Context: an optimization exercise on an open-source flow, tuned for small area, a short achievable clock period and few clock cycles. The choices shown serve that exercise and are no tape-out recipe. RTL that was checked went through simulation tests only; none was proved equivalent to the original. Function not checked in runs 2 and 3: the RTL went through the layout flow alone.

--- design/flow/design.v ---
module dff
#(
	parameter DATA_WIDTH = 32
)
(
    input   						clock,
	input   	[DATA_WIDTH - 1:0] 	d	 ,
	output reg  [DATA_WIDTH - 1:0] 	q
);
always@(posedge clock) begin                      
	q <= d;
end
endmodule
module dff_ar
#(
	parameter DATA_WIDTH = 32, 
	parameter RESET_VALUE = 'b0
)
(
    input   						clock,
    input   						reset,
	input   	[DATA_WIDTH - 1:0] 	d	 ,
	output reg 	[DATA_WIDTH - 1:0] 	q
);
always@(posedge clock or posedge reset) begin
	if(reset) begin
		q <= RESET_VALUE;
	end
	else begin                                   
		q <= d;
	end
end
endmodule
module dff_en
#(
	parameter DATA_WIDTH = 32
)
(
    input   						clock,
    input   						en	 ,	
	input   	[DATA_WIDTH - 1:0] 	d	 ,
	output reg 	[DATA_WIDTH - 1:0] 	q
);
always@(posedge clock) begin
	if(en) begin
		q <= d;
	end
	else begin                                   
		q <= q;
	end
end
endmodule
module lzd_2bits(
    input	[1	:0]	src,
	output			p  ,
	output			v
);
assign	p = ~src[1:1];
assign	v = src[0:0] | src[1:1];
endmodule
module lzdu_2bits
#(
	parameter DATA_WIDTH = 2
)
(
    input	[DATA_WIDTH - 2:0]	p0,
	input   [DATA_WIDTH - 2:0]	p1,
	input 						v0,
	input 						v1,
	output  [DATA_WIDTH - 1:0]  p ,
	output						v
);
assign p[DATA_WIDTH - 1:DATA_WIDTH - 1] = ~v1;
assign p[DATA_WIDTH - 2:0] = v1 ? p1 : p0;
assign v = v0 | v1;
endmodule
module lzd_4bits(
    input	[3	:0]	src,
	output	[1	:0]	p  ,
	output			v
);
wire p0, p1;
wire v0, v1;
lzd_2bits u0_lzd_2bits(
    .src(src[1:0]	),
	.p  (p0			),
	.v  (v0			)
);
lzd_2bits u1_lzd_2bits(
    .src(src[3:2]	),
	.p  (p1			),
	.v  (v1			)
);
lzdu_2bits #(2) u_lzdu_2bits(
    .p0(p0	),
	.p1(p1	),
	.v0(v0	),
	.v1(v1	),
	.p (p	),
	.v (v	)
);
endmodule
module lzd_8bits(
    input   [7	:0]	src,
	output  [2	:0]	p  ,
	output			v
);
wire	[1	:0]	p0, p1;
wire			v0, v1;
lzd_4bits u0_lzd_4bits(
    .src(src[3:0]	),
	.p  (p0			),
	.v  (v0			)
);
lzd_4bits u1_lzd_4bits(
    .src(src[7:4]	),
	.p  (p1			),
	.v  (v1			)
);
lzdu_2bits #(3) u_lzdu_2bits(
    .p0(p0	),
	.p1(p1	),
	.v0(v0	),
	.v1(v1	),
	.p (p	),
	.v (v	)
);
endmodule
module lzd_16bits(
    input   [15	:0]	src,
	output  [3 	:0]	p  ,
	output			v
);
wire	[2	:0]	p0, p1;
wire			v0, v1;
lzd_8bits u0_lzd_8bits(
    .src(src[7:0]	),
	.p  (p0			),
	.v  (v0			)
);
lzd_8bits u1_lzd_8bits(
    .src(src[15:8]	),
	.p  (p1			),
	.v  (v1			)
);
lzdu_2bits #(4) u_lzdu_2bits(
    .p0(p0	),
	.p1(p1	),
	.v0(v0	),
	.v1(v1	),
	.p (p	),
	.v (v	)
);
endmodule
module lzd_32bits(
    input	[31	:0]	src,
	output  [4	:0]	p  ,
	output  	    v
);
wire	[3	:0]	p0, p1;
wire			v0, v1;
lzd_16bits u0_lzd_16bits(
    .src(src[15:0]	),
	.p  (p0			),
	.v  (v0			)
);
lzd_16bits u1_lzd_16bits(
    .src(src[31:16]	),
	.p  (p1			),
	.v  (v1			)
);
lzdu_2bits #(5) u_lzdu_2bits(
    .p0(p0	),
	.p1(p1	),
	.v0(v0	),
	.v1(v1	),
	.p (p	),
	.v (v	)
);
endmodule
module lzd_64bits(
    input	[63	:0]	src,
	output  [5	:0]	p  ,
	output			v
);
wire	[4	:0] p0, p1;
wire			v0, v1;
lzd_32bits u0_lzd_32bits(
    .src(src[31:0]	),
	.p  (p0			),
	.v  (v0			)
);
lzd_32bits u1_lzd_32bits(
    .src(src[63:32]	),
	.p  (p1			),
	.v  (v1			)
);
lzdu_2bits #(6) u_lzdu_2bits(
    .p0(p0	),
	.p1(p1	),
	.v0(v0	),
	.v1(v1	),
	.p (p	),
	.v (v	)
);
endmodule
module div_int
#(
	parameter DATA_WIDTH = 32,
	localparam DATA_WIDTH_SUB = DATA_WIDTH - 1,
	localparam DATA_WIDTH_ADD = DATA_WIDTH + 1
)
(
    input						clock       ,
	input		    			reset       ,					 
    input		    			en    		,
    input    					opcode      ,
    input   [DATA_WIDTH_SUB:0]	dividend    ,
    input   [DATA_WIDTH_SUB:0]	divisor     ,		    
    output  					valid_out   ,
	output  					almost_valid,
    output  [DATA_WIDTH_SUB:0]  quotient	,
    output  [DATA_WIDTH_SUB:0]  remainder
);
localparam CYCLE_WIDTH = $clog2(DATA_WIDTH) + 1;
localparam CYCLE_WIDTH_SUB = CYCLE_WIDTH - 1;
localparam FINISH_CYCLE = DATA_WIDTH_ADD;
localparam IDEL = 1'b0;
localparam RUN = 1'b1;
wire						state;
reg							state_next;
wire	[CYCLE_WIDTH_SUB:0] cycle;
reg		[CYCLE_WIDTH_SUB:0] cycle_next;
always@(*) begin
	case(state)
		IDEL: begin
			state_next = en ? RUN : IDEL;
			cycle_next = en ? cycle + 'b1 : 'b0;
		end
		RUN: begin
			state_next = cycle == FINISH_CYCLE ? IDEL : RUN;
			cycle_next = cycle == FINISH_CYCLE ? 'b0 : cycle + 'b1;
		end
	endcase
end
dff_ar #(1			) state_dff(.clock(clock), .reset(reset), .d(state_next), .q(state));
dff_ar #(CYCLE_WIDTH) cycle_dff(.clock(clock), .reset(reset), .d(cycle_next), .q(cycle));
localparam REG_WIDTH = DATA_WIDTH * 2 + 1;
localparam REG_WIDTH_SUB = REG_WIDTH - 1;
wire	[REG_WIDTH_SUB	:0]	dividend_true;
wire	[DATA_WIDTH		:0]	divisor_true;
wire	[DATA_WIDTH		:0]	divisor_negative;
assign dividend_true = opcode ? {{DATA_WIDTH_ADD{dividend[31:31]}}, dividend} : {{DATA_WIDTH_ADD{1'b0}}, dividend};
assign divisor_true = opcode ? {divisor[DATA_WIDTH_SUB:DATA_WIDTH_SUB], divisor} : {1'b0, divisor};
assign divisor_negative = ~divisor_true + 'b1;
wire	[REG_WIDTH_SUB	:0]	result;
wire	[REG_WIDTH_SUB	:0]	result_shifted;
wire	[REG_WIDTH_SUB	:0]	result_next;
wire	[DATA_WIDTH		:0]	r_adder_src0;
wire	[DATA_WIDTH		:0]	r_adder_src1;
wire	[DATA_WIDTH		:0]	r_adder_result;
wire						q;
assign result_shifted = {result[REG_WIDTH_SUB - 1:0], 1'b0};
assign r_adder_src0 = result_shifted[REG_WIDTH_SUB:DATA_WIDTH];
assign r_adder_src1 = result[REG_WIDTH_SUB:REG_WIDTH_SUB] == divisor_true[DATA_WIDTH:DATA_WIDTH] ? divisor_negative : divisor_true;
assign r_adder_result = r_adder_src0 + r_adder_src1;
assign q = result[REG_WIDTH_SUB:REG_WIDTH_SUB] == divisor_true[DATA_WIDTH:DATA_WIDTH] ? 'b1 : 'b0;
assign result_next = state == IDEL ? dividend_true : {r_adder_result, result_shifted[DATA_WIDTH_SUB:1], q};
dff #(REG_WIDTH) result_dff(.clock(clock), .d(result_next), .q(result));
wire	almost_valid_next;
assign almost_valid_next = cycle == DATA_WIDTH;
dff_ar #(1) almost_valid_dff(.clock(clock), .reset(reset), .d(almost_valid_next), .q(almost_valid));
wire						correction_en;
wire	[DATA_WIDTH_SUB	:0]	quotient_correction;
wire	[DATA_WIDTH		:0]	remainder_correction;
assign correction_en = cycle == DATA_WIDTH;
dff_en #(DATA_WIDTH		) quotient_correction_dff_en(.clock(clock), .en(correction_en), .d(result_next[DATA_WIDTH_SUB:0]		), .q(quotient_correction	));
dff_en #(DATA_WIDTH_ADD) remainder_correction_dff_en(.clock(clock), .en(correction_en), .d(result_next[REG_WIDTH_SUB:DATA_WIDTH]), .q(remainder_correction	));
wire						valid_out_next;
wire						need_correct;
wire						add_correct;
wire	[DATA_WIDTH_SUB:0]	quotient_complement;
wire	[DATA_WIDTH_SUB:0]	quotient_addend;
wire	[DATA_WIDTH_SUB:0]	quotient_corrected;
wire	[DATA_WIDTH_SUB:0]	remainder_addend;
wire	[DATA_WIDTH_SUB:0]	remainder_corrected;
assign valid_out_next = cycle == FINISH_CYCLE;
assign need_correct = remainder_correction[DATA_WIDTH:DATA_WIDTH] != dividend_true[REG_WIDTH - 1:REG_WIDTH - 1];
assign add_correct = remainder_correction[DATA_WIDTH:DATA_WIDTH] != divisor_true[DATA_WIDTH:DATA_WIDTH];
assign quotient_addend = add_correct ? -'b1 : 'b1;
assign quotient_complement = {quotient_correction[DATA_WIDTH_SUB - 1:0], 1'b1};
assign quotient_corrected = need_correct ? quotient_complement + quotient_addend : quotient_complement;
assign remainder_addend = add_correct ? divisor_true[DATA_WIDTH_SUB:0] : divisor_negative[DATA_WIDTH_SUB:0];
assign remainder_corrected = need_correct ? remainder_correction[DATA_WIDTH_SUB:0] + remainder_addend : remainder_correction[DATA_WIDTH_SUB:0];
dff_ar #(1) valid_out_dff_ar(.clock(clock), .reset(reset), .d(valid_out_next), .q(valid_out));
dff #(DATA_WIDTH) quotient_dff	(.clock(clock), .d(quotient_corrected	), .q(quotient	));
dff #(DATA_WIDTH) remainder_dff	(.clock(clock), .d(remainder_corrected	), .q(remainder	));
endmodule
module div_fp64(
	input  		    clock    ,
	input  		    reset    ,
	input   	    valid_in ,
	input	[2 	:0]	rm       ,
	input   [63	:0]	dividend ,
	input   [63	:0]	divisor  ,
	output  		valid_out,
	output  [63	:0]	quotient ,
	output			nv	     ,
	output			dz	     ,
	output			of		 ,
	output			uf	     ,
	output			nx		 
);
wire			dividend_sign;
wire			divisor_sign;
wire	[10	:0]	dividend_exp;
wire	[10	:0] divisor_exp;
wire	[51	:0] dividend_man;
wire	[51	:0] divisor_man;
assign dividend_sign = dividend[63:63];
assign divisor_sign = divisor[63:63];
assign dividend_exp = dividend[62:52];
assign divisor_exp = divisor[62:52];
assign dividend_man = dividend[51:0];
assign divisor_man = divisor[51:0];
wire dividend_normal;
wire divisor_normal;
wire dividend_subnormal;
wire divisor_subnormal;
wire dividend_zero;	
wire divisor_zero;	
wire dividend_infinity;
wire divisor_infinity;
wire dividend_snan;
wire divisor_snan;
wire dividend_qnan;
wire divisor_qnan;	
assign dividend_normal = dividend_exp != 11'b0 && dividend_exp != 11'b111_1111_1111;
assign divisor_normal = divisor_exp != 11'b0 && divisor_exp != 11'b111_1111_1111;
assign dividend_subnormal = dividend_exp == 11'b0 && dividend_man != 52'b0;
assign divisor_subnormal = divisor_exp == 11'b0 && divisor_man != 52'b0;
assign dividend_zero = dividend_exp == 11'b0 && dividend_man == 52'b0;
assign divisor_zero = divisor_exp == 11'b0 && divisor_man == 52'b0;
assign dividend_infinity = dividend_exp == 11'b111_1111_1111 && dividend_man == 52'b0;
assign divisor_infinity = divisor_exp == 11'b111_1111_1111 && divisor_man == 52'b0;
assign dividend_snan = dividend_exp == 11'b111_1111_1111 && !dividend_man[51:51] && dividend_man[50:0] != 51'b0;
assign divisor_snan = divisor_exp == 11'b111_1111_1111 && !divisor_man[51:51] && divisor_man[50:0] != 51'b0;
assign dividend_qnan = dividend_exp == 11'b111_1111_1111 && dividend_man[51:51];
assign divisor_qnan = divisor_exp == 11'b111_1111_1111 && divisor_man[51:51];
wire 			zero;	
wire 			infinity;
wire 			snan;
wire 			qnan;
wire	[50	:0]	nan_load;
wire 			nv_d0;
wire 			dz_d0;
assign zero = dividend_zero && (divisor_normal || divisor_subnormal || divisor_infinity) || 
			  (dividend_normal || dividend_subnormal) && divisor_infinity;
assign infinity = dividend_infinity && (divisor_normal || divisor_subnormal || divisor_zero);
assign snan = dividend_snan || divisor_snan;
assign qnan = dividend_qnan || divisor_qnan || dividend_zero && divisor_zero || dividend_infinity && divisor_infinity;
assign nan_load = dividend_snan || dividend_qnan ? dividend_man[50:0] : 
				  divisor_snan || divisor_qnan ? divisor_man[50:0] : 51'b1;
assign nv_d0 = dividend_zero && divisor_zero || dividend_infinity && divisor_infinity || 
			   dividend_snan || divisor_snan || dividend_qnan || divisor_qnan;
assign dz_d0 = (dividend_normal || dividend_subnormal) && divisor_zero;
wire sign;
assign sign = dividend_sign ^ divisor_sign;
wire	[11	:0]	dividend_exp_true;
wire	[11	:0]	divisor_exp_true;
wire	[11	:0]	divisor_exp_negative;
wire	[11	:0]	exp_temp;
wire	[12	:0]	exp_temp_wide;
wire	[5	:0]	dividend_lz;
wire			dividend_lz_v;
wire	[5	:0]	divisor_lz;
wire			divisor_lz_v;
assign dividend_exp_true = dividend_normal ? {1'b0, dividend_exp} + 12'b1100_0000_0001 : 12'b1100_0000_0010;
assign divisor_exp_true = divisor_normal ? {1'b0, divisor_exp} + 12'b1100_0000_0001 : 12'b1100_0000_0010;
assign divisor_exp_negative = ~divisor_exp_true + 'b1;
assign exp_temp_wide = {dividend_exp_true[11:11], dividend_exp_true} - {7'b0, dividend_lz} + 
					   {divisor_exp_negative[11:11], divisor_exp_negative} + {7'b0, divisor_lz};
assign exp_temp = $signed(exp_temp_wide) < $signed(-13'sd2045) ? 12'h803 : 
				  $signed(exp_temp_wide) > $signed(13'sd2045) ? 12'h7fd : exp_temp_wide[11:0];
wire	[52	:0]	dividend_man_true;
wire	[52	:0]	divisor_man_true;
assign dividend_man_true = {dividend_normal, dividend_man} << dividend_lz;
assign divisor_man_true = {divisor_normal, divisor_man} << divisor_lz;
lzd_64bits u0_lzd_64bits(
    .src({dividend_normal, dividend_man, 11'b0}),
	.p  (dividend_lz							),
	.v  (dividend_lz_v							)
);
lzd_64bits u3_lzd_64bits(
    .src({divisor_normal, divisor_man, 11'b0}	),
	.p  (divisor_lz								),
	.v  (divisor_lz_v							)
);
wire 			man_div_finish;
wire 			almost_valid;
wire	[107:0]	man_temp_d1;
wire	[107:0]	man_rem_d1;
div_int #(108) u_div_int(
    .clock    	 (clock								),
	.reset    	 (reset								),					 
    .en       	 (valid_in							),
    .opcode   	 (1'b0								),
    .dividend 	 ({1'b0, dividend_man_true, 54'b0}	),
    .divisor  	 ({55'b0, divisor_man_true}			),		    
    .valid_out	 (man_div_finish					),
	.almost_valid(almost_valid						),
    .quotient 	 (man_temp_d1						),
    .remainder	 (man_rem_d1						)
);
wire			zero_d1;
wire			infinity_d1;
wire			snan_d1;
wire			qnan_d1;
wire	[50	:0] nan_load_d1;
wire			nv_d1;
wire			dz_d1;
wire			sign_d1;
wire	[11	:0] exp_temp_d1;
wire	[2	:0] rm_d1;
dff_en #(1	) zero_dff_en_d1	(.clock(clock), .en(almost_valid), .d(zero		), .q(zero_d1		));
dff_en #(1	) infinity_dff_en_d1(.clock(clock), .en(almost_valid), .d(infinity	), .q(infinity_d1	));
dff_en #(1	) snan_dff_en_d1	(.clock(clock), .en(almost_valid), .d(snan		), .q(snan_d1		));
dff_en #(1	) qnan_dff_en_d1	(.clock(clock), .en(almost_valid), .d(qnan		), .q(qnan_d1		));
dff_en #(1	) nv_dff_en_d1		(.clock(clock), .en(almost_valid), .d(nv_d0		), .q(nv_d1			));
dff_en #(1	) dz_dff_en_d1		(.clock(clock), .en(almost_valid), .d(dz_d0		), .q(dz_d1			));
dff_en #(1	) sign_dff_en_d1	(.clock(clock), .en(almost_valid), .d(sign		), .q(sign_d1		));
dff_en #(12	) exp_temp_dff_en_d1(.clock(clock), .en(almost_valid), .d(exp_temp	), .q(exp_temp_d1	));
dff_en #(3	) rm_dff_en_d1		(.clock(clock), .en(almost_valid), .d(rm		), .q(rm_d1			));
dff_en #(51	) nan_load_dff_en_d1(.clock(clock), .en(almost_valid), .d(nan_load	), .q(nan_load_d1	));
wire	[5	:0]	p1_d1;
wire			v1_d1;
lzd_64bits u1_lzd_64bits(
    .src({man_temp_d1[107:55], 11'b0}	),
	.p  (p1_d1							),
	.v  (v1_d1							)
);
wire	[5	:0]	p2_d1;
wire			v2_d1;
lzd_64bits u2_lzd_64bits(
    .src({man_temp_d1[54:0], 9'b0}	),
	.p  (p2_d1						),
	.v  (v2_d1						)
);
wire	[12	:0] lshift_max_d1;
wire	[12	:0] rshift_min_d1;
wire			shift_direction_d1;  
wire	[6	:0] lshift_bits_d1;
wire	[6	:0] lshift_true_d1;
wire	[9	:0] rshift_bits_d1;
wire	[9	:0] rshift_true_d1;
assign lshift_max_d1 = {exp_temp_d1[11:11], exp_temp_d1} + 'd1022;
assign rshift_min_d1 = $signed(-'d1021) + ~{exp_temp_d1[11:11], exp_temp_d1};	 
assign shift_direction_d1 = $signed(rshift_min_d1) > $signed('b0) || v1_d1;
assign lshift_bits_d1 = p2_d1;
assign rshift_bits_d1 = v1_d1 ? 'd53 - p1_d1 : 'b0;
assign lshift_true_d1 = $signed(lshift_bits_d1) < $signed(lshift_max_d1) ? lshift_bits_d1 : 
						lshift_max_d1[12:12] ? 'b0 : lshift_max_d1[6:0];
assign rshift_true_d1 = $signed(rshift_bits_d1) > $signed(rshift_min_d1) ? rshift_bits_d1 : 
						rshift_min_d1[12:12] ? 'b0 : rshift_min_d1[9:0];
wire	[107:0]	man_lshifted_d1;
wire	[107:0]	man_rshifted_d1;
wire	[54	:0]	man_normalized_d1;
wire	[107:0]	dis_bits_d1;
wire	[11	:0]	exp_lshifted_d1;
wire	[11	:0]	exp_rshifted_d1;
wire	[11	:0]	exp_normalized_d1;
assign man_lshifted_d1 = man_temp_d1 << lshift_true_d1;
assign {man_rshifted_d1, dis_bits_d1} = rshift_true_d1 < 'd108 ? {man_temp_d1, 108'b0} >> rshift_true_d1 : {108'b0, man_temp_d1};
assign man_normalized_d1[54:1] = shift_direction_d1 ? man_rshifted_d1[54:1] : man_lshifted_d1[54:1];
assign man_normalized_d1[0:0] = (shift_direction_d1 ? |{man_rshifted_d1[0:0], dis_bits_d1} : |man_lshifted_d1[0:0]) | (|man_rem_d1);
assign exp_lshifted_d1 = exp_temp_d1 + ~{5'b0, lshift_true_d1} + 'b1;
assign exp_rshifted_d1 = exp_temp_d1 + {2'b0, rshift_true_d1};
assign exp_normalized_d1 = shift_direction_d1 ? exp_rshifted_d1 : exp_lshifted_d1;
wire			zero_d2;
wire			infinity_d2;
wire			snan_d2;
wire			qnan_d2;
wire			nv_d2;
wire			dz_d2;
wire			sign_d2;
wire	[11	:0] exp_temp_d2;
wire	[54	:0] man_temp_d2;
wire	[2	:0] rm_d2;
wire	[50	:0] nan_load_d2;
wire			valid_out_d2;
dff #(1	) zero_dff_d2		(.clock(clock), .d(zero_d1			), .q(zero_d2		));
dff #(1	) infinity_dff_d2	(.clock(clock), .d(infinity_d1		), .q(infinity_d2	));
dff #(1	) snan_dff_d2		(.clock(clock), .d(snan_d1			), .q(snan_d2		));
dff #(1	) qnan_dff_d2		(.clock(clock), .d(qnan_d1			), .q(qnan_d2		));
dff #(1	) nv_dff_d2			(.clock(clock), .d(nv_d1			), .q(nv_d2			));
dff #(1	) dz_dff_d2			(.clock(clock), .d(dz_d1			), .q(dz_d2			));
dff #(1	) sign_dff_d2		(.clock(clock), .d(sign_d1			), .q(sign_d2		));
dff #(12) exp_temp_dff_d2	(.clock(clock), .d(exp_normalized_d1), .q(exp_temp_d2	));
dff #(55) man_temp_dff_d2	(.clock(clock), .d(man_normalized_d1), .q(man_temp_d2	));
dff #(3	) rm_dff_d2			(.clock(clock), .d(rm_d1			), .q(rm_d2			));
dff #(51) nan_load_dff_d2	(.clock(clock), .d(nan_load_d1		), .q(nan_load_d2	));
dff_ar #(1) valid_out_dff_ar_d2(.clock(clock), .reset(reset), .d(man_div_finish), .q(valid_out_d2));
wire	[52	:0] man_round1_d2;
wire	[52	:0]	man_round0_d2;
reg		[52	:0]	man_rounded_d2;
assign man_round1_d2 = man_temp_d2[54:2] + 'b1;
assign man_round0_d2 = man_temp_d2[54:2];
always@(*) begin
	case(rm_d2)
		3'b000: begin
			case(man_temp_d2[1:0])
				2'b00: begin
					man_rounded_d2 = man_round0_d2;
				end
				2'b01: begin
					man_rounded_d2 = man_round0_d2;
				end
				2'b10: begin
					man_rounded_d2 = man_temp_d2[2:2] ? man_round1_d2 : man_round0_d2;
				end
				2'b11: begin
					man_rounded_d2 = man_round1_d2;
				end
			endcase
		end
		3'b001: begin
			man_rounded_d2 = man_round0_d2;
		end
		3'b010: begin
			man_rounded_d2 = sign_d2 ? (|man_temp_d2[1:0] ? man_round1_d2 : man_round0_d2) : man_round0_d2;
		end
		3'b011: begin
			man_rounded_d2 = sign_d2 ? man_round0_d2 : (|man_temp_d2[1:0] ? man_round1_d2 : man_round0_d2);
		end
		3'b100: begin
			man_rounded_d2 = man_temp_d2[1:1] ? man_round1_d2 : man_round0_d2;
		end
		default: begin
			man_rounded_d2 = 'b0;
		end
	endcase
end
wire	[11	:0]	exp_bias_d2;
assign exp_bias_d2 = man_rounded_d2[52:52] ? exp_temp_d2 + 'd1023 : 'b0;
wire			special;
wire			of_d2;
wire			uf_d2;
wire			nx_d2;
wire	[10	:0]	exp_d2;
wire	[51	:0]	man_d2;
assign special = zero_d2 || infinity_d2 || snan_d2 || qnan_d2 || dz_d2;
assign of_d2 = ~special && $signed(exp_temp_d2) > $signed('d1023);
assign uf_d2 = ~special && exp_bias_d2 == 'b0 && |man_temp_d2[1:0];
assign nx_d2 = of_d2 || ~special && |man_temp_d2[1:0];
assign exp_d2 = zero_d2 ? 'b0 : 
				infinity_d2 || snan_d2 || qnan_d2 || of_d2 || dz_d2 ? 'b111_1111_1111 : exp_bias_d2[10:0];
assign man_d2 = zero_d2 ? 'b0 :  
				infinity_d2 ? 'b0 :
				snan_d2 ? {1'b0, nan_load_d2} :
				qnan_d2 ? {1'b1, nan_load_d2} :
				of_d2 || dz_d2 ? 'b0 : man_rounded_d2[51:0];
dff_ar #(1) valid_out_dff_ar_d3(.clock(clock), .reset(reset), .d(valid_out_d2), .q(valid_out));
dff #(64) result_dff_d3	(.clock(clock), .d({sign_d2, exp_d2, man_d2}), .q(quotient	));
dff #(1	) nv_dff_d3		(.clock(clock), .d(nv_d2					), .q(nv		));
dff #(1	) dz_dff_d3		(.clock(clock), .d(dz_d2					), .q(dz		));
dff #(1	) of_dff_d3		(.clock(clock), .d(of_d2					), .q(of		));
dff #(1	) uf_dff_d3		(.clock(clock), .d(uf_d2					), .q(uf		));
dff #(1	) nx_dff_d3		(.clock(clock), .d(nx_d2					), .q(nx		));
endmodule
--- design/flow/run.sh ---
#!/bin/bash
# synth_recipe.tcl (not shown) runs the flow's synth.tcl, then flattens the netlist and writes it again
# the make line also repeats each setting of config.mk as NAME=value (left out here)
make -C /OpenROAD-flow-scripts/flow DESIGN_CONFIG=/design/flow/config.mk WORK_HOME=/design/flow/orfs CLKGATE_MAP_FILE= SYNTH_SCRIPT=/design/flow/synth_recipe.tcl finish
--- design/flow/config.mk ---
export PLATFORM = sky130hd
export DESIGN_NAME = div_fp64
export DESIGN_NICKNAME = div_fp64
export VERILOG_FILES = /design/flow/design.v
export SDC_FILE = /design/flow/constraint.sdc
export NUM_CORES = 8
export LEC_CHECK = 0
export CAP_MARGIN = 20
export CORE_MARGIN = 2
export CORE_UTILIZATION = 40
export SETUP_SLACK_MARGIN = 0.2
export SLEW_MARGIN = 20
--- design/flow/constraint.sdc ---
create_clock -name core_clock -period 11.0 [get_ports {clock}]
set_input_delay 2.2000 -clock core_clock [delete_from_list [all_inputs] [get_ports {clock}]]
set_output_delay 2.2000 -clock core_clock [all_outputs]
set_load 0.01 [all_outputs]
==> results_dict.tcl, run 1 <==
set metrics [dict create \
    htree_num_levels 3 \
    cpMostUsedCell "buf_4" \
    period_needed_ns 10.50 \
    hold_path_class "reg2reg" \
    relSlewSlack_pct 20.5 \
    hold_violations 0 \
    port_buffers 203 \
    finalMaxSlewViolations 0 \
    max_stage_delay_ns 0.53 \
    max_cap_viol_count 0 \
    cts_sinks 932 \
    die_area_mm2 0.196 \
    synth_edf_count 289 \
    arrival_ns 10.97 \
    yosys_warnings 18 \
    path_class "in2reg" \
    clk_latency_ns 0.77 \
    avgSynthCellArea_um2 8.15 \
    rows 160 \
    cts-root-buf "clkbuf_16" \
    r2r-end "man_temp_dff_d2.q[0]" \
    firstDrtPassIters 6 \
    first_iter_violations 8026 \
    place_congestion 1.06 \
    status "no timing/DRC/antenna violations" \
    wl_per_cell_um 25.9 \
    ant_nets 0 \
    grt_max_degree 197 \
    syn2layout_area_growth_pct 22.0 \
    fp.dieH_um 442 \
    netlist_area_mm2 0.0768 \
    vias 78900 \
    hold_buffers 0 \
    rsz0062_at_grt "yes" \
    via_per_inst 6.07 \
    worst_pin_slew_ns 1.18 \
    crit-reg2reg-launch "u_div_int.quotient_dff.q[80]" \
    r2r_setup_slack_ns 1.23 \
    die_x_um 442 \
    critPathLaunchType "primary input" \
    ys_types 114 \
    ys_seq_area_share_pct 28.1 \
    multi_input_area_mm2 0.0525 \
    ys.flop_type "dfxtp_1" \
    antenna_found_initial 25 \
    wl_um 336000 \
    fmaxAchievable_mhz 95.3 \
    nFillCells 18500 \
    finalSetupViolations 0 \
    async_flop_share_pct 1.39 \
    grt_overflow 0 \
    cts_buffer_depth 3 \
    slowest_stage "or4_1" \
    cts_tree "yes" \
    groute.usage.overall_pct 32.7 \
    layout.nets 10900 \
    grt_pass1_vias 75100 \
    hpwl_um 267000 \
    dp_cells 12800 \
    fin_crit_sh_pct 95.4 \
    ios 204 \
    fp.coreArea_mm2 0.191 \
    grt_pass1_wl_um 489000 \
    fin_skew_ns 0.0549 \
    cp.required_ns 11.47 \
    reg2regPathDepth 32 \
    drc 0 \
    cp-end-kind "flop" \
    final_layout_size_suffix_gt1_share_pct 19.0 \
    syn_inst 9428 \
    crit_path_max_fanout 7 \
    ys_ff_latch 932 \
    ff_latch_area_mm2 0.0216 \
    crit_path_end "u_div_int.remainder_correction_dff_en.q[108]" \
    fin_cells 13000 \
    startpoint "divisor[27]" \
    cts_buffers 104 \
    clkTransAtPathRegs_ns 0.06 \
    initial_utilization_pct 40.3 \
]
kinds of logic (layout without fill, tap and decap cells):
kind of cell / Yosys count / in the layout / synth area share [%]
AO/OA/AOI/OAI: 2981 / 2981 / 25.2
AND/OR/NAND/NOR: 2880 / 2880 / 17.8
flip-flops: 932 / 932 / 28.1
buffers and inverters: 885 / 1910 / 4.75
multiplexers: 845 / 845 / 11.5
XOR/XNOR: 479 / 479 / 5.46
adder cells (fa/ha/maj): 424 / 424 / 7.06
other: 2 / 31 / 0.00978
registers in the layout, summed over array words and instances (netlist names), 3 cells and up:
name / count
u_div_int.result_dff.q: 217
u_div_int.remainder_correction_dff_en.q: 109
u_div_int.quotient_dff.q: 108
u_div_int.remainder_dff.q: 108
u_div_int.quotient_correction_dff_en.q: 107
result_dff_d3.q: 64
man_temp_dff_d2.q: 55
nan_load_dff_d2.q: 51
nan_load_dff_en_d1.q: 51
exp_temp_dff_d2.q: 12
exp_temp_dff_en_d1.q: 12
u_div_int.cycle_dff.q: 8
rm_dff_d2.q: 3
rm_dff_en_d1.q: 3
worst min path at each step:
stage / startpoint / end / slack, ns / cells after the start
after floorplan: nv_dff_d2.q / nv_dff_d3.q / 0.31 / 0
after global placement: nv_dff_d2.q / nv_dff_d3.q / 0.32 / 0
after detailed placement: nv_dff_d2.q / nv_dff_d3.q / 0.32 / 0
after CTS: nv_dff_d2.q / nv_dff_d3.q / 0.33 / 0
after global routing: nan_load_dff_en_d1.q[26] / nan_load_dff_d2.q[26] / 0.35 / 0
final: nv_dff_d2.q / nv_dff_d3.q / 0.33 / 0
per-stage QoR:
| stage | setup slack, ns | hold slack [ns] | cell area (um2) | util [%] | setup TNS (ns) |
|---|---|---|---|---|---|
| floorplan | 0.201 | 0.310 | 76900 | - | 0 |
| detailed placement | -1.16 | 0.316 | 89200 | 46.8 | -41.91 |
| CTS | 0.156 | 0.330 | 92900 | 48.7 | 0 |
| global placement | -1.13 | 0.315 | 89200 | 46.8 | -44.64 |
| global route | 0.0908 | 0.346 | 93700 | 49.2 | 0 |
| finish | 0.501 | 0.329 | 93700 | 49.2 | 0 |
cell usage after synthesis (68+ instances only):
master | number | area, um2
a21oi_1 | 849 | 4250
nor2_1 | 823 | 3090
nand2_1 | 806 | 3030
dfxtp_1 | 630 | 12600
mux2i_1 | 571 | 5720
o21ai_0 | 534 | 2670
clkbuf_1 | 478 | 1790
ha_1 | 404 | 5050
a21o_1 | 323 | 2420
xnor2_1 | 313 | 2740
edfxtp_1 | 289 | 8680
mux2_2 | 266 | 3000
nand3_1 | 239 | 1200
inv_1 | 223 | 837
and2_1 | 189 | 1180
nor3_1 | 177 | 886
xor2_1 | 166 | 1450
o22ai_1 | 157 | 982
a211oi_1 | 156 | 1170
nand4_1 | 122 | 763
a31oi_1 | 121 | 757
nor4_1 | 107 | 669
and3_1 | 96 | 601
o21bai_1 | 96 | 721
nor2b_1 | 83 | 519
a22o_1 | 80 | 701
buf_2 | 77 | 385
nand2b_1 | 68 | 425
cell type report:
type                    count  share of cell area, %
multi-input cells        7617                   56.0
well taps                2511                   3.35
diodes                     23                 0.0614
repair buffers           1478                   12.7
inverters                 236                  0.952
clock inverters            58                  0.633
flip-flops and latches    932                   23.1
clock buffers             138                   3.16
cells in the final DEF, fill, tap and decap left out, drive strengths merged, types with 141 or more instances in the layout:
cell type / synthesis / layout
mux2i: 572 / 572
mux2: 267 / 267
a211oi: 164 / 164
nor3: 178 / 178
a21o: 323 / 323
inv: 233 / 245
nand2: 806 / 806
o22ai: 157 / 157
buf: 169 / 1272
o21ai: 553 / 553
xor2: 166 / 166
clkdlybuf4s50: 0 / 200
and2: 193 / 193
clkbuf: 480 / 141
edfxtp: 289 / 289
ha: 404 / 404
dfxtp: 630 / 630
nand3: 241 / 241
xnor2: 313 / 313
nor2: 824 / 824
a21oi: 856 / 856
per-layer routing:
layer | global-route usage (%) | part of all wire [%]
met4 | 16.4 | 5.5
met5 | 0 | 0.010
met3 | 4.23 | 6.7
met1 | 43.7 | 43
met2 | 51.6 | 45
critical path: cells and delay by family:
kind,cells,cell delay [ns]
AOI/OAI and AO/OA,20,3.68
xor gates and xnor gates,2,0.32
adders and majority gates,1,0.28
buffers and inverters,10,2.04
muxes,2,0.42
and+or+nand+nor,8,1.99
what timing repair did:
item                       in CTS  in global routing
gates resized for setup        33                127
gates cloned                    0                  3
hold endpoints to repair        0                  0
buffers inserted                3                 12
setup endpoints to repair      34                 78
pin swaps                       3                 35
Testbench counts, summed over its fixed seeds: cycles 1,344,008.
==> run 2: changes to the inputs <==
==> design/flow/design.v (replaced) <==
module div_fp64(
	input         clock,
	input         reset,
	input         valid_in,
	input  [2:0]  rm,
	input  [63:0] dividend,
	input  [63:0] divisor,
	output        valid_out,
	output [63:0] quotient,
	output        nv,
	output        dz,
	output        of,
	output        uf,
	output        nx
);
localparam S_IDLE  = 3'd0;
localparam S_NORM  = 3'd1;
localparam S_ITER  = 3'd2;
localparam S_SHIFT = 3'd3;
localparam S_FINAL = 3'd4;
wire [10:0] ea = dividend[62:52];
wire [10:0] eb = divisor[62:52];
wire [51:0] fa = dividend[51:0];
wire [51:0] fb = divisor[51:0];
wire a_ez = ~|ea;
wire b_ez = ~|eb;
wire a_eo = &ea;
wire b_eo = &eb;
wire a_fz = ~|fa;
wire b_fz = ~|fb;
wire a_zero = a_ez & a_fz;
wire b_zero = b_ez & b_fz;
wire a_inf  = a_eo & a_fz;
wire b_inf  = b_eo & b_fz;
wire a_nan  = a_eo & ~a_fz;
wire b_nan  = b_eo & ~b_fz;
wire a_snan = a_nan & ~fa[51];
wire b_snan = b_nan & ~fb[51];
wire zero_res = (a_zero & ~b_zero & ~b_nan) | (~a_eo & b_inf);
wire inf_res  = (a_inf & ~b_eo) | (~a_eo & ~a_zero & b_zero);
wire nan_res  = a_nan | b_nan | (a_zero & b_zero) | (a_inf & b_inf);
wire special  = zero_res | inf_res | nan_res;
wire sign     = dividend[63] ^ divisor[63];
wire [52:0] xa = {~a_ez, fa};
wire [52:0] xb = {~b_ez, fb};
wire [12:0] e0 = {2'b0, ea[10:1], ea[0] | a_ez} - {2'b0, eb[10:1], eb[0] | b_ez} + 13'd1077;
reg  [2:0]  state;
reg         vout;
reg  [54:0] R;       
reg  [52:0] D;       
reg  [63:0] Q;       
reg  [12:0] E;       
reg         zf;      
reg         st;      
reg         after_iter;
reg         nv_r, dz_r, of_r, uf_r, nx_r;
wire        c1 = R[54];                          
wire [53:0] s1 = R[53:0] + (c1 ? {1'b0, D} : ~{1'b0, D}) + {53'b0, ~c1};
wire        c2 = s1[53];
wire [53:0] a2 = {s1[52:0], 1'b0};
wire [53:0] s2 = a2 + (c2 ? {1'b0, D} : ~{1'b0, D}) + {53'b0, ~c2};
wire        b1 = ~s1[53];
wire        b2 = ~s2[53];
wire [55:0] q_it  = {Q[53:0], b1, b2};
wire        stop  = Q[52] | Q[51];
wire [12:0] e_m2  = E - 13'd2;
wire [12:0] e_p1  = E + 13'd1;
wire        r_zero = ~|R;
wire        s1_zero = ~|s1;
wire        rb   = Q[0];
wire        lsb  = Q[1];
wire        exact = zf | (after_iter & r_zero);
wire        stk  = st | ~exact;
wire        inx  = rb | stk;
reg         up;
always @(*) begin
	case (rm)
		3'd0: up = rb & (stk | lsb);
		3'd1: up = 1'b0;
		3'd2: up = sign & inx;
		3'd3: up = ~sign & inx;
		3'd4: up = rb;
		default: up = 1'b0;
	endcase
end
wire [10:0] ef   = Q[53] ? E[10:0] : 11'd0;
wire [62:0] sum  = {ef, Q[52:1]} + {62'b0, up};
wire        ovf  = (~E[12] & (E[11] | (&E[10:0]))) | (&sum[62:52]);
wire        unf  = ~|sum[62:52];
wire [50:0] payload = a_nan ? fa[50:0] : (b_nan ? fb[50:0] : 51'd1);
wire [63:0] res_special = {sign, (zero_res ? 11'd0 : 11'h7ff),
                           (nan_res ? {~(a_snan | b_snan), payload} : 52'd0)};
wire [63:0] res_normal  = ovf ? {sign, 11'h7ff, 52'd0} : {sign, sum};
wire        spec_now = zero_res | inf_res | nan_res;
always @(posedge clock or posedge reset) begin
	if (reset) begin
		state <= S_IDLE;
		vout  <= 1'b0;
	end else begin
		vout <= (state == S_FINAL);
		case (state)
			S_IDLE:  if (valid_in) state <= special ? S_FINAL : (xb[52] ? S_ITER : S_NORM);
			S_NORM:  if (D[51]) state <= S_ITER;
			S_ITER:  if (stop) state <= (Q[52] | $signed(e_m2) < 1) ? S_SHIFT : S_FINAL;
			S_SHIFT: if (!($signed(e_p1) < 1) || $signed(E) < -64) state <= S_FINAL;
			default: state <= S_IDLE;
		endcase
	end
end
always @(posedge clock) begin
	after_iter <= (state == S_ITER);
	R <= (state == S_ITER) ? {s2, 1'b0} : {2'b0, xa};
	case (state)
		S_IDLE: begin
			D  <= xb;
			Q  <= 64'd0;
			E  <= e0;
			zf <= 1'b0;
			st <= 1'b0;
		end
		S_NORM: begin
			D <= {D[51:0], 1'b0};
			E <= e_p1;
		end
		S_ITER: begin
			Q[55:0] <= q_it;
			E  <= e_m2;
			zf <= zf | s1_zero | r_zero;
		end
		S_SHIFT: begin
			zf <= exact;
			if ($signed(E) < -64) begin
				Q  <= 64'd0;
				E  <= 13'd1;
				st <= 1'b1;
			end else begin
				Q[55:0] <= {1'b0, Q[55:1]};
				E  <= e_p1;
				st <= st | Q[0];
			end
		end
		S_FINAL: begin
			Q    <= spec_now ? res_special : res_normal;
			nv_r <= nan_res;
			dz_r <= ~a_eo & ~a_zero & b_zero;
			of_r <= ~spec_now & ovf;
			uf_r <= ~spec_now & ~ovf & unf & inx;
			nx_r <= ~spec_now & (ovf | inx);
		end
		default: ;
	endcase
end
assign valid_out = vout;
assign quotient  = Q;
assign nv = nv_r;
assign dz = dz_r;
assign of = of_r;
assign uf = uf_r;
assign nx = nx_r;
endmodule
==> results_dict.tcl, run 2 <==
set metrics [dict create \
    ant_nets 0 \
    largestRegisters "Q: 64 flops, R: 55 flops, D: 53 flops" \
    synth_top_family_by_area "compound AO/OA/AOI/OAI gates" \
    final_common_cell "nand2_1" \
    period_needed_ns 7.84 \
    finalMaxSlewViolations 0 \
    die_x_um 223 \
    cts_buffer_depth 2 \
    cts_setup_buffers 0 \
    synth_commonest_cells "nand2_1, xnor2_1, a21oi_1, nor2_1, o21ai_0" \
    clk_latency_ns 0.48 \
    fp.coreArea_mm2 0.0474 \
    ys_ff_latch 197 \
    critPathTopFamily "simple AND/OR/NAND/NOR gates" \
    cts_buffers 17 \
    status "no timing/DRC/antenna violations" \
    yosys_warnings 1 \
    max_stage_delay_ns 0.99 \
    grt_pass1_vias 18400 \
    grt_overflow 0 \
    post_cts_resized 0 \
    regMostFlops "Q" \
    synth_largest_area_cell "edfxtp_1" \
    worst-path-buf-inv 0 \
    hpwl_um 58600 \
    hold_buffers 0 \
    die_area_mm2 0.0495 \
    nFillCells 4679 \
    largest_reg_flops 64 \
    ys.flop_type "edfxtp_1" \
    cpMostUsedCell "or4_1" \
    crit_path_max_fanout 55 \
    cts_sinks 197 \
    fin_tns_setup_ns 0 \
    synth-compound-area-share_pct 23.9 \
    htree_num_levels 4 \
    via_per_inst 6.30 \
    first_iter_violations 2162 \
    async_flop_share_pct 2.03 \
    ys_types 85 \
    cts-root-buf "clkbuf_16" \
    synth_edf_count 137 \
    place_congestion 0.951 \
    fmaxAchievable_mhz 127 \
    synthAdderAreaFrac_pct 8.37 \
    fin_skew_ns 0.0158 \
    vias 19300 \
    wl_um 74400 \
    wl_per_cell_um 24.3 \
    grt_max_degree 84 \
    synthMuxAreaShare_pct 3.33 \
    relSlewSlack_pct 29.3 \
    synth_area_leaders "edfxtp_1, xnor2_1, ha_1" \
    critPathLaunchType "flop" \
    avgSynthCellArea_um2 8.21 \
    initial_utilization_pct 40.3 \
    syn2layout_area_growth_pct 16.1 \
    arrival_ns 8.14 \
    path_class "reg2reg" \
    syn_inst 2326 \
    dp_cells 3033 \
    cts_tree "yes" \
    multi_input_area_mm2 0.0131 \
    drc 0 \
    ios 204 \
    ff_latch_area_mm2 0.00534 \
    firstDrtPassIters 6 \
    slowest_stage "dfxtp_4" \
    layout.nets 2697 \
    synth_xor_area_share_pct 12.2 \
    yosys.area_share.simple_pct 20.4 \
    grt_pass1_wl_um 112000 \
    cp.required_ns 11.30 \
    layout.cells.most_common_list "nand2_1, clkdlybuf4s50_1, xnor2_1" \
    rsz0062_at_grt "no" \
    netlist_area_mm2 0.0191 \
    finalSetupViolations 0 \
    cp-end-kind "flop" \
    antenna_found_initial 2 \
    synth_top_area_share_pct 21.5 \
    fin_cells 3065 \
    yosys.cell_count.top_type "nand2_1" \
    port_buffers 203 \
    final_layout_size_suffix_gt1_share_pct 5.43 \
    fin_crit_sh_pct 71.3 \
    ys_seq_area_share_pct 27.9 \
    fp.dieH_um 223 \
    clkTransAtPathRegs_ns 0.08 \
    insertedDiodeCount 0 \
    rows 80 \
    hold_violations 0 \
    groute.usage.overall_pct 29.3 \
    max_cap_viol_count 0 \
    worst_pin_slew_ns 1.04 \
    hold_path_class "reg2reg" \
]
-- run 2: cell count changes after synthesis, moves of 368 or more --
cell	before	now
clkbuf_1	478	110
nand2_1	806	208
o21ai_0	534	158
a21oi_1	849	189
dfxtp_1	630	56
mux2i_1	571	5
nor2_1	823	182
-- run 2: worst register-to-register path: cells and delay by family (launching register included) --
| family | cells | cell delay, ns |
|---|---|---|
| simple gates | 10 | 3.10 |
| xor+xnor | 1 | 0.21 |
| compound gates | 12 | 2.74 |
| fa+ha+maj | 2 | 0.64 |
| flops | 1 | 0.99 |
-- run 2: cell type report --
class                           instances  area share (%)
Clock buffer                           20            2.06
Multi-Input combinational cell       1937            59.1
Timing Repair Buffer                  219            9.80
Sequential cell                       197            24.1
Inverter                               65            1.10
Clock inverter                         12           0.423
Tap cell                              615            3.47
-- run 2: path summary, 6_finish.rpt --
kind / start / end / slack, ns / depth (start not counted)
max: R[54] / zf / 3.16 / 25
min: Q[55] / Q[54] / 0.62 / 1
max reg2reg: R[54] / zf / 3.16 / 25
min reg2reg: Q[55] / Q[54] / 0.62 / 1
max in group asynchronous: reset / state[1] / 8.88 / 2
min in group asynchronous: reset / state[0] / 1.93 / 2
-- run 2: per-layer routing --
| layer | vias up | GRT usage, % | share of wire (%) |
|---|---|---|---|
| met5 | - | 0 | 0.030 |
| li1 | 8974 | - | - |
| met4 | 4 | 8.55 | 2.7 |
| met2 | 830 | 48.0 | 47 |
| met3 | 99 | 3.19 | 6.5 |
| met1 | 9398 | 40.7 | 44 |
-- run 2: stage by stage --
step                      hold WS (ns)  area [um2]  util, %  setup WS, ns
final                            0.617       22200     46.7          3.16
after global routing             0.652       22200     46.7          2.81
after CTS                        0.617       22200     46.7          3.26
after floorplan                  0.534       19100        -          4.49
after global placement           0.586       21600     45.5          2.97
after detailed placement         0.587       21600     45.6          2.94
-- run 2: kinds of logic (layout without fill, tap and decap cells) --
kind of cell             after synthesis  count (layout)
AO/OA/AOI/OAI                        703             703
XOR/XNOR                             267             267
adder cells (fa/ha/maj)              126             126
buffers and inverters                192             316
flip-flops                           197             197
multiplexers                          57              57
AND/OR/NAND/NOR                      784             784
==> run 3: changes to the inputs <==
--- a/design/flow/config.mk
+++ b/design/flow/config.mk
@@ -8,5 +8,5 @@
 export CAP_MARGIN = 20
 export CORE_MARGIN = 2
 export CORE_UTILIZATION = 40
-export SETUP_SLACK_MARGIN = 0.2
+export SETUP_SLACK_MARGIN = 5
 export SLEW_MARGIN = 20
==> results_dict.tcl, run 3 <==
set metrics [dict create \
    yosys.cell_count.top_type "nand2_1" \
    relSlewSlack_pct 29.5 \
    regMostFlops "Q" \
    nFillCells 4493 \
    synth_largest_area_cell "edfxtp_1" \
    syn_inst 2326 \
    synthAdderAreaFrac_pct 8.37 \
    synth_top_area_share_pct 21.5 \
    highest_layer "met5" \
    ios 204 \
    synth_area_leaders "edfxtp_1, xnor2_1, ha_1" \
    cp.required_ns 11.31 \
    layout.nets 2791 \
    synth_commonest_cells "nand2_1, xnor2_1, a21oi_1, nor2_1, o21ai_0" \
    place_congestion 0.973 \
    yosys_warnings 1 \
    cts_sinks 197 \
    wl_per_cell_um 24.9 \
    fin_skew_ns 0.0218 \
    cp-end-kind "flop" \
    grt_max_degree 105 \
    layout.cells.most_common_list "nand2_1, clkdlybuf4s50_1, xnor2_1" \
    cts_buffer_depth 2 \
    largestRegisters "Q: 64 flops, R: 55 flops, D: 53 flops" \
    synth_edf_count 137 \
    fp.dieH_um 223 \
    synth-compound-area-share_pct 23.9 \
    die_x_um 223 \
    synth_top_family_by_area "compound AO/OA/AOI/OAI gates" \
    antenna_found_initial 3 \
    ys.flop_type "edfxtp_1" \
    drc 0 \
    met3_length_um 5860 \
    die_area_mm2 0.0495 \
    arrival_ns 6.94 \
    hold_path_class "reg2reg" \
    finalMaxSlewViolations 0 \
    ys_types 85 \
    finalSetupViolations 0 \
    hpwl_um 58600 \
    cts_buffers 17 \
    ys_ff_latch 197 \
    clkTransAtPathRegs_ns 0.09 \
    final_common_cell "nand2_1" \
    avgSynthCellArea_um2 8.21 \
    vias 20000 \
    crit_path_max_fanout 13 \
    synth_xor_area_share_pct 12.2 \
    cts_tree "yes" \
    wl_met1_um 33100 \
    async_flop_share_pct 2.03 \
    groute.usage.overall_pct 30.2 \
    max_cap_viol_count 0 \
    largest_reg_flops 64 \
    fin_tns_setup_ns 0 \
    wl_um 78600 \
    dr_wl_met2_um 36300 \
    initial_utilization_pct 40.3 \
    clk_latency_ns 0.49 \
    via_per_inst 6.34 \
    ys_seq_area_share_pct 27.9 \
    hold_buffers 0 \
    syn2layout_area_growth_pct 26.2 \
    status "no timing/DRC/antenna violations" \
    rows 80 \
    netlist_area_mm2 0.0191 \
    grt_pass1_vias 19000 \
    fmaxAchievable_mhz 151 \
    port_buffers 203 \
    firstDrtPassIters 6 \
    slowest_stage "or4_4" \
    period_needed_ns 6.64 \
    ant_nets 0 \
    htree_num_levels 4 \
    grt_overflow 0 \
    detailed_place.area_mm2 0.0216 \
    yosys.area_share.simple_pct 20.4 \
    max_stage_delay_ns 0.54 \
    fp.coreArea_mm2 0.0474 \
    grt_pass1_wl_um 115000 \
    rsz0062_at_grt "yes" \
    hold_violations 0 \
    critPathLaunchType "flop" \
    fin_crit_sh_pct 60.3 \
    cts-root-buf "clkbuf_16" \
    postLayoutCellArea_mm2 0.0241 \
    worst_pin_slew_ns 1.06 \
    first_iter_violations 2390 \
    path_class "reg2reg" \
    synthMuxAreaShare_pct 3.33 \
    final_layout_size_suffix_gt1_share_pct 14.7 \
]
[run 3: changes by cell type in the layout (fill, tap and decap cells not counted), moves of 9 or more]
cell	previous run	this run
buf_12	0	9
ha_2	0	27
a21oi_2	1	17
a21oi_1	188	169
nor4_1	59	50
ha_1	123	91
o311ai_0	16	1
o21ai_0	158	133
o21ai_1	3	24
buf_4	15	88
[run 3: cell type report]
| cell class | instances | area, um2 | share of cell area [%] |
|---|---|---|---|
| diodes | 2 | 5.00 | 0.0208 |
| clock inverters | 15 | 186 | 0.774 |
| clock buffers | 17 | 425 | 1.77 |
| flip-flops and latches | 197 | 5340 | 22.2 |
| well taps | 615 | 769 | 3.19 |
| repair buffers | 310 | 3050 | 12.7 |
| inverters | 65 | 244 | 1.01 |
| multi-input cells | 1940 | 14100 | 58.4 |
[run 3: final timing paths]
kind | to | start | depth (start not counted) | slack (ns)
min | Q[53] | Q[54] | 1 | 0.62
min reg2reg | Q[53] | Q[54] | 1 | 0.62
max reg2reg | zf | R[54] | 26 | 4.36
max in group asynchronous | vout | reset | 2 | 8.88
max | zf | R[54] | 26 | 4.36
min in group asynchronous | state[0] | reset | 2 | 1.92
[run 3: logic make-up (layout without fill, tap and decap cells)]
| kind of cell | count (synthesis) | after routing |
|---|---|---|
| compound gates | 703 | 703 |
| xor+xnor | 267 | 267 |
| fa+ha+maj | 126 | 126 |
| buf+inv | 192 | 407 |
| flops | 197 | 197 |
| mux | 57 | 57 |
| other cells | 0 | 2 |
| simple gates | 784 | 787 |
[run 3: worst max-delay path: cells and delay by family, from the launching register on]
kind | cells | cell delay [ns]
and+or+nand+nor | 10 | 3.11
AOI/OAI and AO/OA | 10 | 1.71
DFF | 1 | 0.36
buffers and inverters | 2 | 0.33
xor gates and xnor gates | 2 | 0.31
adders and majority gates | 2 | 0.61
[run 3: timing repair]
| action | in CTS | in global routing |
|---|---|---|
| buffers inserted | 54 | 33 |
| gates cloned | 3 | 5 |
| hold endpoints to repair | 0 | 0 |
| resized for setup | 123 | 131 |
| setup endpoints to repair | 114 | 93 |
| pin swaps | 41 | 46 |
[run 3: per-stage QoR]
stage,instances,utilization [%],hold slack (ns),worst slack [ns]
detailed placement,3032,45.5,0.601,2.80
global route,3159,50.8,0.659,4.15
global placement,3032,45.5,0.583,2.81
finish,3161,50.8,0.623,4.36
floorplan,2326,-,0.534,4.97
CTS,3121,49.0,0.616,4.49
[run 3: routing by layer]
layer	vias up	global-route usage [%]
li1	9146	-
met2	974	48.5
met5	-	0
met3	178	4.51
met1	9736	40.5
met4	2	12.7

port drivers added, routing unchanged:
How much do the figures lean on ideal ports? The routed layouts below were timed once more, with nothing changed but the port constraints. Step 1, drivers: a clkbuf_16 drives clock and a buf_2 each remaining input, both assumed. Step 2 times the ports against the registers' clock, not the clock port: input delays grow and output delays shrink by t, the midpoint of the rising clock arrivals with the driver on. a / b / c = ideal / step 1 / step 2; a / b = the first two.
| run | shift t [ns] | setup WS [ns] | worst hold slack (ns) | worst register clock-pin slew, ns |
|---|---|---|---|---|
| run 1 | 0.829 | 0.501 / 0.553 / -0.276 | 0.329 / 0.329 / 0.329 | 0.08 / 0.08 |
| run 2 | 0.524 | 3.156 / 3.156 / 2.826 | 0.617 / 0.617 / 0.617 | 0.09 / 0.09 |
| run 3 | 0.534 | 4.363 / 4.363 / 4.363 | 0.623 / 0.623 / 0.623 | 0.09 / 0.09 |
With both steps, setup timing fails in run 1, where it was met with ideal ports. For run 1, which loses most, drivers alone change the setup slack by +0.052 ns; drivers and shift together by -0.777 ns.
